Context: an optimization exercise on an open-source flow, tuned for small area and a short achievable clock period. The choices shown serve that exercise and are no tape-out recipe.
Function was checked by simulation only, so behaviour that the tests miss may differ from the original.
The clock port is modelled as an ideal driver; clocking choices that lean on that would not hold on a real chip.
Power figures rest on the tool's default switching activity, not on a simulated workload.

Setup of run A:
// karatsaub
module karatsaub (
    input             clk,
    input             rst,
    input             in_valid,
    input      [31:0] in_a,
    input      [31:0] in_b,
    output            out_valid,
    output reg [63:0] out_c
);
    reg [3:0] vld;
    always @(posedge clk or posedge rst) begin
        if (rst) vld <= 0;
        else     vld <= {vld[2:0], in_valid};
    end
    assign out_valid = vld[3];
    reg r1_in_b_1;
    reg r1_in_b_3;
    reg r1_in_b_5;
    reg r1_in_b_7;
    reg r1_in_b_9;
    reg r1_in_b_11;
    reg r1_in_b_13;
    reg r1_in_b_15;
    reg r1_in_b_17;
    reg r1_in_b_19;
    reg r1_in_b_21;
    reg r1_in_b_23;
    reg r1_in_b_25;
    reg r1_in_b_27;
    reg r1_in_b_29;
    reg r1_in_b_31;
    reg r1_n64;
    reg r1_n65;
    reg r1_n66;
    reg r1_n67;
    reg r1_n68;
    reg r1_n69;
    reg r1_n70;
    reg r1_n71;
    reg r1_n72;
    reg r1_n73;
    reg r1_n74;
    reg r1_n75;
    reg r1_n76;
    reg r1_n77;
    reg r1_n78;
  ...
Settings: LEC_CHECK=0, CAP_MARGIN=20, CORE_MARGIN=2, CORE_UTILIZATION=60, CTS_CLUSTER_DIAMETER=200, CTS_CLUSTER_SIZE=15, SLEW_MARGIN=20, SYNTH_HIERARCHICAL=1; clock period 10.0 ns.
standard.sh (not shown) runs the stock make flow with config.mk's settings and CLKGATE_MAP_FILE= SYNTH_SCRIPT=/design/flow/synth_recipe.tcl, a recipe that flattens the netlist after the stock synthesis.
==> flow/flow/run.sh <==
#!/bin/bash
# Layout flow: the standard synthesis unchanged, then the standard ORFS
# layout steps with timing repair aimed below the clock period (a larger
# setup slack margin), and before CTS the port buffers made plain
# buffers (pre_cts.tcl).  Each step's output goes to its own log.
set -e
bash standard.sh synth > synth.log 2>&1
bash standard.sh SETUP_SLACK_MARGIN=6.95 PRE_CTS_TCL=$PWD/flow/pre_cts.tcl HOOK_IN_BUF=sky130_fd_sc_hd__buf_1 HOOK_OUT_BUF=sky130_fd_sc_hd__buf_2 HOOK_FF_SIZE=1 HOOK_R1_SIZE=4  finish > layout.log 2>&1
==> flow/flow/pre_cts.tcl <==
# Port buffers: plain buffers instead of delay cells; output-stage flops
# optionally one size up (HOOK_FF_SIZE).  Only drive strengths and buffer
# types change.
set block [ord::get_db_block]
foreach bterm [$block getBTerms] {
  set net [$bterm getNet]
  if {$net == "NULL"} continue
  set name [$bterm getName]
  if {$name == "clk"} continue
  if {[$bterm getIoType] == "INPUT"} {
    foreach it [$net getITerms] {
      set inst [$it getInst]
      set m [[$inst getMaster] getName]
      if {[string match "*dlybuf*" $m] || [string match "*dlygate*" $m]} {
        replace_cell [$inst getName] $::env(HOOK_IN_BUF)
      }
    }
  } else {
    foreach it [$net getITerms] {
      if {![$it isOutputSignal]} continue
      set inst [$it getInst]
      replace_cell [$inst getName] $::env(HOOK_OUT_BUF)
      # the flop behind the output buffer
      foreach it2 [$inst getITerms] {
        if {![$it2 isInputSignal]} continue
        set n2 [$it2 getNet]
        foreach it3 [$n2 getITerms] {
          if {![$it3 isOutputSignal]} continue
          set f [$it3 getInst]
          set fm [[$f getMaster] getName]
          if {$::env(HOOK_FF_SIZE) != 1 && [regsub {_1$} $fm "_$::env(HOOK_FF_SIZE)" nm]} {
            if {[string match "*df*" $fm]} { replace_cell [$f getName] $nm }
          }
        }
      }
    }
  }
}
if {[info exists ::env(HOOK_R1_SIZE)] && $::env(HOOK_R1_SIZE) != ""} {
  foreach inst [$block getInsts] {
    set iname [$inst getName]
    if {![string match "r1_*" $iname]} continue
    set m [[$inst getMaster] getName]
    if {![string match "*dfxtp*" $m]} continue
    foreach it [$inst getITerms] {
      if {![$it isOutputSignal]} continue
      set n [$it getNet]
      if {$n == "NULL"} continue
      if {[llength [$n getITerms]] > 17} { replace_cell $iname sky130_fd_sc_hd__dfxtp_$::env(HOOK_R1_SIZE) }
    }
  }
}
Run A: done, clean on timing, DRC and antenna
[inputs] run D vs run A
diff --git a/flow/flow/run.sh b/flow/flow/run.sh
--- a/flow/flow/run.sh
+++ b/flow/flow/run.sh
@@ -8 +8 @@
-bash standard.sh SETUP_SLACK_MARGIN=6.95 PRE_CTS_TCL=$PWD/flow/pre_cts.tcl HOOK_IN_BUF=sky130_fd_sc_hd__buf_1 HOOK_OUT_BUF=sky130_fd_sc_hd__buf_2 HOOK_FF_SIZE=1 HOOK_R1_SIZE=4  finish > layout.log 2>&1
+bash standard.sh SETUP_SLACK_MARGIN=6.9 PRE_CTS_TCL=$PWD/flow/pre_cts.tcl HOOK_IN_BUF=sky130_fd_sc_hd__buf_1 HOOK_OUT_BUF=sky130_fd_sc_hd__buf_2 HOOK_FF_SIZE=2 HOOK_R1_SIZE=4  finish > layout.log 2>&1
diff --git a/flow/flow/pre_cts.tcl b/flow/flow/pre_cts.tcl
--- a/flow/flow/pre_cts.tcl
+++ b/flow/flow/pre_cts.tcl
@@ -2,2 +2 @@
-# optionally one size up (HOOK_FF_SIZE).  Only drive strengths and buffer
-# types change.
+# one size up.  Only drive strengths and buffer types change.
@@ -31 +30 @@
-          if {$::env(HOOK_FF_SIZE) != 1 && [regsub {_1$} $fm "_$::env(HOOK_FF_SIZE)" nm]} {
+          if {[regsub {_1$} $fm "_$::env(HOOK_FF_SIZE)" nm]} {
--- outcome ---
- In the tables for run A and run D, combinational share of power reads higher with run A.
- Per the comparison of run D with run A, highest achievable clock rate went down; total chip power did not really move.
- In terms of clock skew, run A and run D differ only marginally.
- Run D: PASS, flow complete, no timing, DRC or antenna violations
- Sequential share of layout area in run D is 0.25 points above run A.
- Routed length per placed instance delta (run D -> run A): insignificant

-- port drivers added, routing unchanged --
In the flow no input, the clock included, has a driving cell. The finished layouts below were timed again as built, in two steps. Step 1 sets driving cells, clkbuf_16 on the clock port and buf_2 on the other inputs (assumed; they add their load-dependent delay and slew). Step 2 also shifts input and output timing later by t, the mid clock arrival at the registers, as if the neighbouring blocks saw the same clock. Three values: ideal, step 1, step 2; two values: the first two.
| run | t, ns | setup WS [ns] | hold WS [ns] | latest minus earliest clock arrival (ns) | worst register clock-pin slew, ns |
|---|---|---|---|---|---|
| run A | 0.633 | 6.951 / 6.887 / 6.958 | 0.326 / 0.326 / 0.326 | 0.031 / 0.032 | 0.08 / 0.08 |
| run D | 0.632 | 6.928 / 6.867 / 6.935 | 0.324 / 0.324 / 0.324 | 0.032 / 0.032 | 0.08 / 0.08 |
After both steps every run listed still meets setup and hold.
